From an optimization exercise on the open Yosys and OpenROAD flow, aimed at small area; shortcuts taken in it are not production practice. The RTL was checked by simulation tests, not by an equivalence proof against the original design.

== the baseline ==
// odd_even_sort
module odd_even_sort #(
    parameter n = 32,
    parameter k = 8
)
(
    input [n * k - 1:0] in,
    input clk, reset,
    output [n * k - 1:0] out
);
    reg [5:0] since;
    reg valid;
    always @(posedge clk, posedge reset)
    begin
        if (reset) begin
            since <= 6'd0;
            valid <= 1'b0;
        end else begin
            if (since != 6'd32)
                since <= since + 6'd1;
            if (since == 6'd32)
                valid <= 1'b1;
        end
    end
    wire [255:0] s0;
    odd_even_sort_stage ce0 (.a(in[0 +: 8]), .b(in[104 +: 8]), .hi(s0[0 +: 8]), .lo(s0[104 +: 8]));
    odd_even_sort_stage ce1 (.a(in[8 +: 8]), .b(in[96 +: 8]), .hi(s0[8 +: 8]), .lo(s0[96 +: 8]));
    odd_even_sort_stage ce2 (.a(in[16 +: 8]), .b(in[120 +: 8]), .hi(s0[16 +: 8]), .lo(s0[120 +: 8]));
    odd_even_sort_stage ce3 (.a(in[24 +: 8]), .b(in[112 +: 8]), .hi(s0[24 +: 8]), .lo(s0[112 +: 8]));
    odd_even_sort_stage ce4 (.a(in[32 +: 8]), .b(in[64 +: 8]), .hi(s0[32 +: 8]), .lo(s0[64 +: 8]));
    odd_even_sort_stage ce5 (.a(in[40 +: 8]), .b(in[48 +: 8]), .hi(s0[40 +: 8]), .lo(s0[48 +: 8]));
    odd_even_sort_stage ce6 (.a(in[56 +: 8]), .b(in[88 +: 8]), .hi(s0[56 +: 8]), .lo(s0[88 +: 8]));
    odd_even_sort_stage ce7 (.a(in[72 +: 8]), .b(in[80 +: 8]), .hi(s0[72 +: 8]), .lo(s0[80 +: 8]));
    odd_even_sort_stage ce8 (.a(in[128 +: 8]), .b(in[232 +: 8]), .hi(s0[128 +: 8]), .lo(s0[232 +: 8]));
    odd_even_sort_stage ce9 (.a(in[136 +: 8]), .b(in[224 +: 8]), .hi(s0[136 +: 8]), .lo(s0[224 +: 8]));
    odd_even_sort_stage ce10 (.a(in[144 +: 8]), .b(in[248 +: 8]), .hi(s0[144 +: 8]), .lo(s0[248 +: 8]));
    odd_even_sort_stage ce11 (.a(in[152 +: 8]), .b(in[240 +: 8]), .hi(s0[152 +: 8]), .lo(s0[240 +: 8]));
  ...
For scale: roughly 6,900 flip-flops, ~510 I/O pins, about 0.19 mm² of cells after synthesis.
==> module odd_even_sort_stage, before the edit <==
module odd_even_sort_stage (
    input [7:0] a,
    input [7:0] b,
    output [7:0] hi,
    output [7:0] lo
);
    wire [7:0] gt = a & ~b;
    wire [7:0] lt = ~a & b;
    wire [3:0] g, l;
    genvar i;
    generate
        for (i = 0; i < 4; i = i + 1) begin : grp
            assign g[i] = gt[2 * i + 1] | (~lt[2 * i + 1] & gt[2 * i]);
            assign l[i] = lt[2 * i + 1] | (~gt[2 * i + 1] & lt[2 * i]);
        end
    endgenerate
    wire [4:0] ge;
    assign ge[0] = 1'b1;
    generate
        for (i = 0; i < 4; i = i + 1) begin : c
            assign ge[i + 1] = g[i] | (~l[i] & ge[i]);
        end
    endgenerate
    wire sel = ge[4];
    assign hi = sel ? a : b;
    assign lo = sel ? b : a;
endmodule
clock: 5.0 ns
lec_check: 0
abc_area: 1
cap_margin: 20
core_margin: 2
core_utilization: 55
cts_buf_list: sky130_fd_sc_hd__clkbuf_16
cts_cluster_diameter: 80
cts_cluster_size: 24
place_density: 0.68
setup_slack_margin: 0.1
slew_margin: 20
standard.sh (not shown) runs the stock make flow with config.mk's settings and CLKGATE_MAP_FILE= SYNTH_SCRIPT=/design/flow/synth_recipe.tcl, a recipe that flattens the netlist after the stock synthesis.
==> flow/flow/run.sh <==
#!/bin/bash
# The standard layout with two changes:
# - synthesis maps the logic with ABC's area-oriented mapper (amap) instead of
#   the delay-oriented one: flow/abc_area.script replaces ORFS's abc_area.script
#   in a copy of ORFS's scripts folder; the rest of synthesis is unchanged, so
#   the registers are the standard synthesis's;
# - buffer_ports puts plain buf_1 cells on every input and output port.
set -euo pipefail
here=$(pwd)
rm -rf "$here/scripts_amap"
cp -r "$FLOW_HOME/scripts" "$here/scripts_amap"
cp "$here/flow/abc_area.script" "$here/scripts_amap/abc_area.script"
export SCRIPTS_DIR="$here/scripts_amap"
export BUFFER_PORTS_ARGS="-buffer_cell sky130_fd_sc_hd__buf_1"
bash standard.sh > standard.log 2>&1
==> flow/flow/abc_area.script <==
strash
dch
amap
topo
stime -c
buffer -c
upsize -c
dnsize -c
Input changes introduced in the candidate (baseline for comparison: the baseline):
--- a/flow/design.v
+++ b/flow/design.v
@@ -4,26 +4,24 @@
     output [7:0] hi,
     output [7:0] lo
 );
     wire [7:0] gt = a & ~b;
     wire [7:0] lt = ~a & b;
-    wire [3:0] g, l;
-    genvar i;
-    generate
-        for (i = 0; i < 4; i = i + 1) begin : grp
-            assign g[i] = gt[2 * i + 1] | (~lt[2 * i + 1] & gt[2 * i]);
-            assign l[i] = lt[2 * i + 1] | (~gt[2 * i + 1] & lt[2 * i]);
-        end
-    endgenerate
     wire [4:0] ge;
     assign ge[0] = 1'b1;
+    wire [4:0] hg, hl;
+    assign hg[0] = 1'b0;
+    assign hl[0] = 1'b0;
+    genvar i;
     generate
         for (i = 0; i < 4; i = i + 1) begin : c
-            assign ge[i + 1] = g[i] | (~l[i] & ge[i]);
+            assign ge[i + 1] = gt[i] | (~lt[i] & ge[i]);
+            assign hg[i + 1] = gt[i + 4] | (~lt[i + 4] & hg[i]);
+            assign hl[i + 1] = lt[i + 4] | (~gt[i + 4] & hl[i]);
         end
     endgenerate
-    wire sel = ge[4];
+    wire sel = hg[4] | (~hl[4] & ge[4]);
     assign hi = sel ? a : b;
     assign lo = sel ? b : a;
 endmodule
 module odd_even_sort #(
     parameter n = 32,
==> notes.md <==
- Changes observed in the candidate relative to the baseline: met3 track demand over resource +0.51 points; distinct cell type count after synthesis moved down.
- Re horizontal die dimension: the baseline was lower than the candidate.
- The candidate vs the baseline, instance count: the candidate higher
- The wire length reported by the detailed router number comes out higher for the candidate vs the baseline.
- Of the two candidates, the baseline has the worse smallest setup slack after layout and the candidate the better one.
- Compared with the baseline, the candidate shows largest fanout on the critical path higher by 5.

-- afterwards: timing with drivers on the ports --
No port has a modelled driver above. Below, the same layouts with a new extraction and two added sets of constraints. Step 1, drivers: a clkbuf_16 drives clk and a buf_2 each remaining input, both assumed. Step 2 adds t to the input delays and takes it off the output delays; t is the mean of the earliest and latest rising clock arrival at the registers after step 1. Input paths then give back, and output paths get back, about the clock's delay inside the block. a / b / c = ideal / step 1 / step 2; a / b = the first two.
run	t (ns)	setup slack, ns	worst register clock-pin slew, ns	worst data-port slew with drivers (ns)	cell pins on the clock port's net
the baseline	1.050	0.265 / 0.216 / -0.111	0.10 / 0.10	0.07	1
the candidate	1.032	0.355 / 0.245 / 0.092	0.10 / 0.10	0.07	1
With both steps, setup timing fails in the baseline, where it was met with ideal ports. For the baseline, which loses most, drivers alone change the setup slack by -0.049 ns; drivers and shift together by -0.376 ns.
